What follows belongs to an exercise in optimizing a design on an open flow for small area, a short achievable clock period and few clock cycles; a production flow would make more cautious choices.
In this exercise RTL edits were held to simulation tests only and were not proved equivalent to the original.

==> design/flow/run.sh <==
#!/bin/bash
# synth_recipe.tcl (not shown) runs the flow's synth.tcl, then flattens the netlist and writes it again
# the make line also repeats each setting of config.mk as NAME=value (left out here)
make -C /OpenROAD-flow-scripts/flow DESIGN_CONFIG=/design/flow/config.mk WORK_HOME=/design/flow/orfs CLKGATE_MAP_FILE= SYNTH_SCRIPT=/design/flow/synth_recipe.tcl finish
==> design/flow/config.mk <==
export PLATFORM = sky130hd
export DESIGN_NAME = Top
export DESIGN_NICKNAME = Top
export VERILOG_FILES = /design/flow/design.v
export SDC_FILE = /design/flow/constraint.sdc
export NUM_CORES = 4
export LEC_CHECK = 0
export CAP_MARGIN = 20
export CORE_MARGIN = 2
export CORE_UTILIZATION = 40
export SLEW_MARGIN = 20
==> design/flow/constraint.sdc <==
create_clock -name core_clock -period 8.0 [get_ports {sys_clk}]
set_input_delay 1.6000 -clock core_clock [delete_from_list [all_inputs] [get_ports {sys_clk}]]
set_output_delay 1.6000 -clock core_clock [all_outputs]
set_load 0.01 [all_outputs]
==> design/flow/design.v <==
module Top(
    input                   sys_clk         ,
    input                   sys_rst_n       ,
    input           [31:0]  data1_in        ,
    input           [31:0]  data2_in        ,
    input           [1:0]   opcode          ,
    input                   trig            ,
    output  reg     [31:0]  data_out        ,
    output  reg             vld             ,
    output                  work
);
localparam KM  = 8;              
localparam NR4 = 2;              
localparam LM  = 24 / KM;        
localparam LD  = 12 / NR4;       
reg             active;
reg     [2:0]   rem;
reg     [1:0]   opk;
wire            accept = trig & ~work;
wire            done   = active & (rem == 3'd0);
assign work = (rem != 3'd0);
always @(posedge sys_clk or negedge sys_rst_n) begin
    if (~sys_rst_n) begin
        active <= 1'b0;
        rem    <= 3'd0;
        opk    <= 2'd0;
    end else if (accept) begin
        active <= 1'b1;
        opk    <= opcode;
        rem    <= ~opcode[1] ? 3'd0 : opcode[0] ? LD - 1 : LM - 1;
    end else begin
        if (done) active <= 1'b0;
        if (rem != 3'd0) rem <= rem - 3'd1;
    end
end
always @(posedge sys_clk or negedge sys_rst_n) begin
    if (~sys_rst_n) vld <= 1'b0;
    else            vld <= done;
end
wire        sa = data1_in[31];
wire        sb = data2_in[31];
wire [7:0]  ea = data1_in[30:23];
wire [7:0]  eb = data2_in[30:23];
wire [22:0] fa = data1_in[22:0];
wire [22:0] fb = data2_in[22:0];
wire        za = (ea == 8'd0);
wire        zb = (eb == 8'd0);
wire        xa = (ea == 8'hff);
wire        xb = (eb == 8'hff);
wire        nana = xa & (fa != 23'd0);
wire        nanb = xb & (fb != 23'd0);
wire        infa = xa & (fa == 23'd0);
wire        infb = xb & (fb == 23'd0);
wire [23:0] ma = za ? 24'd0 : {1'b1, fa};
wire [23:0] mb = zb ? 24'd0 : {1'b1, fb};
wire        sb_eff = sb ^ opcode[0];
wire        swap   = (data2_in[30:0] > data1_in[30:0]);
wire [7:0]  sh     = swap ? (eb - ea) : (ea - eb);
wire [23:0] big    = swap ? mb : ma;
wire [23:0] smlr   = swap ? ma : mb;
wire        shbig  = (sh[7:5] != 3'd0);
wire [57:0] ext    = {smlr, 2'b00, 32'd0} >> sh[4:0];
wire [25:0] aligned = shbig ? 26'd0 : ext[57:32];
wire        sticky  = shbig ? (smlr != 24'd0) : (ext[31:0] != 32'd0);
wire        add_nan = nana | nanb | (infa & infb & (sa ^ sb_eff));
wire        add_inf = infa | infb;
wire        add_isg = infa ? sa : (sa ^ sb_eff);
wire [9:0]  mul_e  = {2'b00, ea} + {2'b00, eb} - 10'd127;
wire [9:0]  div_e  = {2'b00, ea} - {2'b00, eb} + 10'd127;
wire        mul_nan = nana | nanb | (infa & zb) | (infb & za);
wire        mul_inf = infa | infb;
wire        div_nan = nana | nanb | (infa & infb) | (za & zb);
wire        div_inf = infa | infb | zb;
reg  [26:0] p1;      
reg  [23:0] p2;      
reg  [23:0] p3;      
reg  [26:0] d3;      
reg  [9:0]  ex;      
reg         s1, s2;  
reg         xnan, xinf;
wire [24+KM+1:0] mstep = {1'b0, p1[24:0]} + ({p2, 1'b0} * p3[KM-1:0]);
wire [24:0]      mnext = mstep[24+KM:KM];
wire [24:0] dd1 = {p2, 1'b0};            
wire [25:0] dd2 = {p2, 2'b00};           
reg  [24:0] dr [0:NR4];
reg  [2*NR4-1:0] dq;
reg  [27:0] r4, t1, t2, t3;
integer i;
always @(*) begin
    dr[0] = p1[24:0];
    for (i = 0; i < NR4; i = i + 1) begin
        r4 = {1'b0, dr[i], 2'b00};
        t1 = r4 - {3'b000, dd1};
        t2 = r4 - {2'b00, dd2};
        t3 = r4 - {1'b0, d3};
        if (~t3[27]) begin
            dq[2*NR4-1-2*i -: 2] = 2'd3;
            dr[i+1] = t3[24:0];
        end else if (~t2[27]) begin
            dq[2*NR4-1-2*i -: 2] = 2'd2;
            dr[i+1] = t2[24:0];
        end else if (~t1[27]) begin
            dq[2*NR4-1-2*i -: 2] = 2'd1;
            dr[i+1] = t1[24:0];
        end else begin
            dq[2*NR4-1-2*i -: 2] = 2'd0;
            dr[i+1] = r4[24:0];
        end
    end
end
always @(posedge sys_clk) begin
    if (accept) begin
        case (opcode)
        2'b10: begin
            p1 <= {3'd0, ma};
            p3 <= mb;
        end
        2'b11: begin
            p1 <= {3'd0, ma};
            p3 <= mb;
        end
        default: begin
            p1 <= {aligned, sticky};
            p3 <= mb;
        end
        endcase
    end else if (~opk[0]) begin
        p1 <= {2'd0, mnext};
        p3 <= p3 >> KM;
    end else begin
        p1 <= {2'd0, dr[NR4]};
        p3 <= {p3[23-2*NR4:0], dq};
    end
end
always @(posedge sys_clk) begin
    if (accept) begin
        d3 <= {1'b0, mb, 2'b00} + {2'b00, mb, 1'b0};
        case (opcode)
        2'b10: begin
            p2 <= ma;
            ex <= mul_e;
            s1 <= sa ^ sb;
            s2 <= 1'b0;
            xnan <= mul_nan;
            xinf <= mul_inf;
        end
        2'b11: begin
            p2 <= mb;
            ex <= div_e;
            s1 <= sa ^ sb;
            s2 <= 1'b0;
            xnan <= div_nan;
            xinf <= div_inf;
        end
        default: begin
            p2 <= big;
            ex <= {2'b00, swap ? eb : ea};
            s1 <= swap ? sb_eff : sa;
            s2 <= add_nan ? 1'b0 : add_inf ? add_isg : swap ? sa : sb_eff;
            xnan <= add_nan;
            xinf <= add_inf;
        end
        endcase
    end
end
wire        eff_sub = s1 ^ s2;
wire [27:0] bm   = {1'b0, p2, 3'b000};
wire [27:0] smm  = {1'b0, p1};
wire [27:0] mag  = eff_sub ? (bm - smm) : (bm + smm);
reg  [4:0]  lz;
always @(*) begin
    lz = 5'd28;
    for (i = 0; i < 28; i = i + 1)
        if (mag[i]) lz = 27 - i;
end
wire [27:0] norm  = mag << lz;
wire        rup   = norm[3] & (norm[4] | norm[2] | norm[1] | norm[0]);
wire [22:0] afrac = norm[26:4] + {22'd0, rup};
wire [9:0]  aexp  = ex + 10'd1 - {5'd0, lz};
reg  [31:0] ares;
always @(*) begin
    if (xnan)                   ares = 32'hffffffff;
    else if (xinf)              ares = {s2, 8'hff, 23'd0};
    else if ((mag == 28'd0) | (aexp[9] | (aexp == 10'd0))) ares = {s1 & (mag != 28'd0), 31'd0};
    else if (aexp == 10'd255)   ares = {s1, 8'hff, 23'd0};
    else                        ares = {s1, aexp[7:0], afrac};
end
wire [24:0] macc = mnext;                    
wire [23:0] dquo = {p3[23-2*NR4:0], dq};     
wire        lead  = opk[0] ? dquo[23] : macc[24];
wire        nzlo  = opk[0] ? dquo[22] : macc[23];
wire [22:0] frhi  = opk[0] ? dquo[22:0] : macc[23:1];
wire [22:0] frlo  = opk[0] ? {dquo[21:0], 1'b1} : macc[22:0];
wire [9:0]  ehi   = opk[0] ? ex : ex + 10'd1;
wire [9:0]  elo   = opk[0] ? ex - 10'd1 : ex;
wire        ufhi  = ehi[9] | (ehi == 10'd0);
wire        uflo  = elo[9] | (elo == 10'd0);
wire        ofhi  = ~ehi[9] & (ehi[8] | (ehi[7:0] == 8'hff));
wire        oflo  = ~elo[9] & (elo[8] | (elo[7:0] == 8'hff));
reg  [31:0] mres;
always @(*) begin
    if (xnan)                         mres = 32'hffffffff;
    else if (xinf)                    mres = {s1, 8'hff, 23'd0};
    else if (lead) begin
        if (ufhi)                     mres = {s1, 31'd0};
        else if (ofhi)                mres = {s1, 8'hff, 23'd0};
        else                          mres = {s1, ehi[7:0], frhi};
    end else begin
        if (~nzlo | uflo)             mres = {s1, 31'd0};
        else if (oflo)                mres = {s1, 8'hff, 23'd0};
        else                          mres = {s1, elo[7:0], frlo};
    end
end
always @(posedge sys_clk) begin
    data_out <= opk[1] ? mres : ares;
end
endmodule
==> impl_metrics.env <==
export IMPL_rsz0062_at_grt="true"
export IMPL_status="finished with violations"
export IMPL_placement_rows=104
export IMPL_drc=0
export IMPL_final_cell_mix="426 x buf_4, 423 x nand2_1, 377 x inv_1, 357 x nor2_1, 353 x ha_1"
export IMPL_layout_nets=5281
export IMPL_crit_required_ns=8.38
export IMPL_grt_max_degree=60
export IMPL_cts_root_buf="clkbuf_16"
export IMPL_grt_first_pass_wirelength_mm=202
export IMPL_crit_buf_inv=4
export IMPL_routedWlPerCell_um=23.2
export IMPL_area_delta_synth_final_pct=18.4
export IMPL_rr_endpoint="data_out[7]$_DFF_P_"
export IMPL_antenna_found_initial=11
export IMPL_setup_slack_ns=-0.0422
export IMPL_dominantRegCellSynth="dfxtp_1"
export IMPL_clock_fmax_ghz=0.124
export IMPL_nFillCells=8087
export IMPL_startpoint_type="register"
export IMPL_yosys_register_bits=154
export IMPL_min_path_cells=1
export IMPL_clock_skew_ns=0.0243
export IMPL_clock_latency_ns=0.52
export IMPL_ctsLongestPathBuffers=2
export IMPL_final_hold_viol_count=0
export IMPL_final_area_um2=38700
export IMPL_crit_path_end_kind="register"
export IMPL_drt_total_wl_mm=135
export IMPL_violations="setup timing"
export IMPL_firstDrtPassIters=7
export IMPL_synth_distinct_cells=106
export IMPL_pre_cts_ws_ns=-0.353
export IMPL_cpMostUsedCell="o21a_1"
export IMPL_start_util_pct=40.5
export IMPL_slowest_delay_ns=0.53
export IMPL_fp_dieW_um=290
export IMPL_synth_avg_cell_area_um2=7.48
export IMPL_hold_end="rem[0]$_DFFE_PN0P_"
export IMPL_worst_path_dominant_cell_family="adder cells"
export IMPL_numCtsBuffers=17
export IMPL_crit_slowest_cell="fa_1"
export IMPL_path_class="reg -> reg"
export IMPL_synthArstFlopShare_pct=4.55
export IMPL_track_usage_pct=31.0
export IMPL_rrSetupSlack_ns=-0.04
export IMPL_rr_startpoint="p2[2]$_DFFE_PP_"
export IMPL_r2r_cells=40
export IMPL_vias=34800
export IMPL_yosysWarnings=2
export IMPL_min_from="rem[0]$_DFFE_PN0P_"
export IMPL_cts_sinks=154
export IMPL_netlist_area_um2=32700
export IMPL_grt_pass1_vias=32700
export IMPL_regArea_um2=3760
export IMPL_maxSlewHeadroom_pct=21.4
export IMPL_globalRouteOverflowTotal=0
export IMPL_die_area_um2=84100
export IMPL_place_congestion=1.04
export IMPL_drt_iter0_drc=3530
export IMPL_cts_tree="yes"
export IMPL_ys_seq_area_share_pct=11.5
export IMPL_vias_per_cell=6.01
export IMPL_maxCapViolations=0
export IMPL_synth_edf_count=64
export IMPL_antenna_left=0
export IMPL_syn_instance_count=4372
export IMPL_dpl_cell_area_um2=37700
export IMPL_final_common_cell="buf_4"
export IMPL_drive_above_1_share_pct=13.7
export IMPL_synth_fp_nets=4939
export IMPL_cts_max_level=4
export IMPL_period_share_pct=101
export IMPL_coreArea_um2=80800
export IMPL_io_buffers=102
export IMPL_period_needed_ns=8.04
export IMPL_min_delay_path_class="reg -> reg"
export IMPL_worst_slew_pin_slew_ns=1.17
export IMPL_hpwl_mm=111
export IMPL_arrival_ns=8.43
export IMPL_crit_fanout=22
export IMPL_multi_input_area_um2=27000
export IMPL_die_h_um=290
export IMPL_setup_viol=10
export IMPL_path_clk_slew_ns=0.09
export IMPL_num_io_pins=103
export IMPL_cts_hold_buf=0
export IMPL_drv_slew=0
## metrics by stage
step | instances | setup TNS (ns) | hold WS, ns | util (%)
after floorplan | 4372 | 0 | 0.420 | -
after global placement | 5735 | -4.86 | 0.434 | 46.6
final | 5789 | -0.172 | 0.450 | 47.9
after CTS | 5776 | -0.432 | 0.448 | 47.5
after global routing | 5787 | -8.12 | 0.498 | 47.9
after detailed placement | 5735 | -8.26 | 0.440 | 46.6
## cells in the mapped netlist, types with 29 or more instances
cell type	number	area, um^2
nand2_1	426	1600
mux2i_1	130	1300
nor2b_1	42	263
clkbuf_1	178	668
edfxtp_1	64	1920
nor2_1	362	1360
mux2_2	37	417
o21ai_0	261	1310
dfxtp_1	83	1660
a21o_1	81	608
nor3_1	98	490
and2_1	112	701
xnor2_1	172	1510
o31ai_1	30	225
inv_1	380	1430
o211ai_1	68	510
a21oi_1	309	1550
o21bai_1	35	263
ha_1	356	4450
o22ai_1	40	250
nor4_1	33	206
fa_1	142	2840
o21a_1	57	428
and3_1	41	257
a211oi_1	50	375
or3_1	32	200
nand4_1	33	206
nand2b_1	53	332
a22oi_1	29	218
xor2_1	83	727
nand3_1	110	551
a31oi_1	45	282
## worst max-delay path by stage
stage	endpoint	depth (start not counted)	slack (ns)	start
after floorplan	data_out[5]$_DFF_P_	40	0.01	p2[0]$_DFFE_PP_
after global placement	data_out[19]$_DFF_P_	39	-0.24	p2[3]$_DFFE_PP_
after detailed placement	data_out[19]$_DFF_P_	39	-0.35	p2[3]$_DFFE_PP_
after CTS	data_out[5]$_DFF_P_	40	-0.07	p2[1]$_DFFE_PP_
after global routing	data_out[7]$_DFF_P_	41	-0.32	p2[0]$_DFFE_PP_
final	data_out[7]$_DFF_P_	40	-0.04	p2[2]$_DFFE_PP_
## logic make-up after synthesis
family	after synthesis	synth area share, %
AOI/OAI and AO/OA	1276	26.0
xor gates and xnor gates	255	6.83
adders and majority gates	498	22.3
buffers and inverters	612	7.18
DFF	154	11.5
muxes	177	5.91
and+or+nand+nor	1400	20.3
## sequential cells by signal, summed over array words and instances (netlist names), 2 cells and up
signal and count:
data_out 32, p2 24, ex 10, rem 3, p1 27, p3 24
opk 2, d3 26
## routing by layer
metal	track usage, %	vias up	wire length (um)
li1	-	16400	-
met1	41.3	16500	56900
met2	48.1	1578	58300
met3	5.32	293	11600
met4	15.9	8	7610
met5	0	-	55
## final cells by class
| cell class | count | area share (%) |
|---|---|---|
| diodes | 2 | 0.0129 |
| clock buffers | 17 | 1.10 |
| clock inverters | 15 | 0.346 |
| inverters | 387 | 3.75 |
| multi-input cells | 3606 | 69.8 |
| flip-flops and latches | 154 | 9.71 |
| well taps | 1060 | 3.43 |
| repair buffers | 548 | 11.8 |
## what timing repair did
item / in CTS / in global routing
setup endpoints to repair: 35 / 57
setup buffers: 9 / 9
resized for setup: 35 / 57
pin swaps: 13 / 22
gates cloned: 0 / 2
Testbench counts, summed over its fixed seeds: cycles 5,746.

==> static timing again, ports no longer ideal <==
The flow's constraints put no driver on any port. The routed layout listed below was extracted and timed again, unchanged, in two steps. Step 1: set_driving_cell puts a clkbuf_16 on sys_clk and a buf_2 on each other input, an assumption about the parent block. Step 2 also shifts input and output timing later by t, the mid clock arrival at the registers, as if the neighbouring blocks saw the same clock. Slacks: ideal ports / drivers / drivers and shift; pairs: ideal ports / drivers.
t, ns: 0.561
slack for setup (ns): -0.042 / -0.042 / -0.042
pins driven straight from the clock port: 1
For this run, drivers alone change the setup slack by 0.000 ns; drivers and shift together by 0.000 ns.
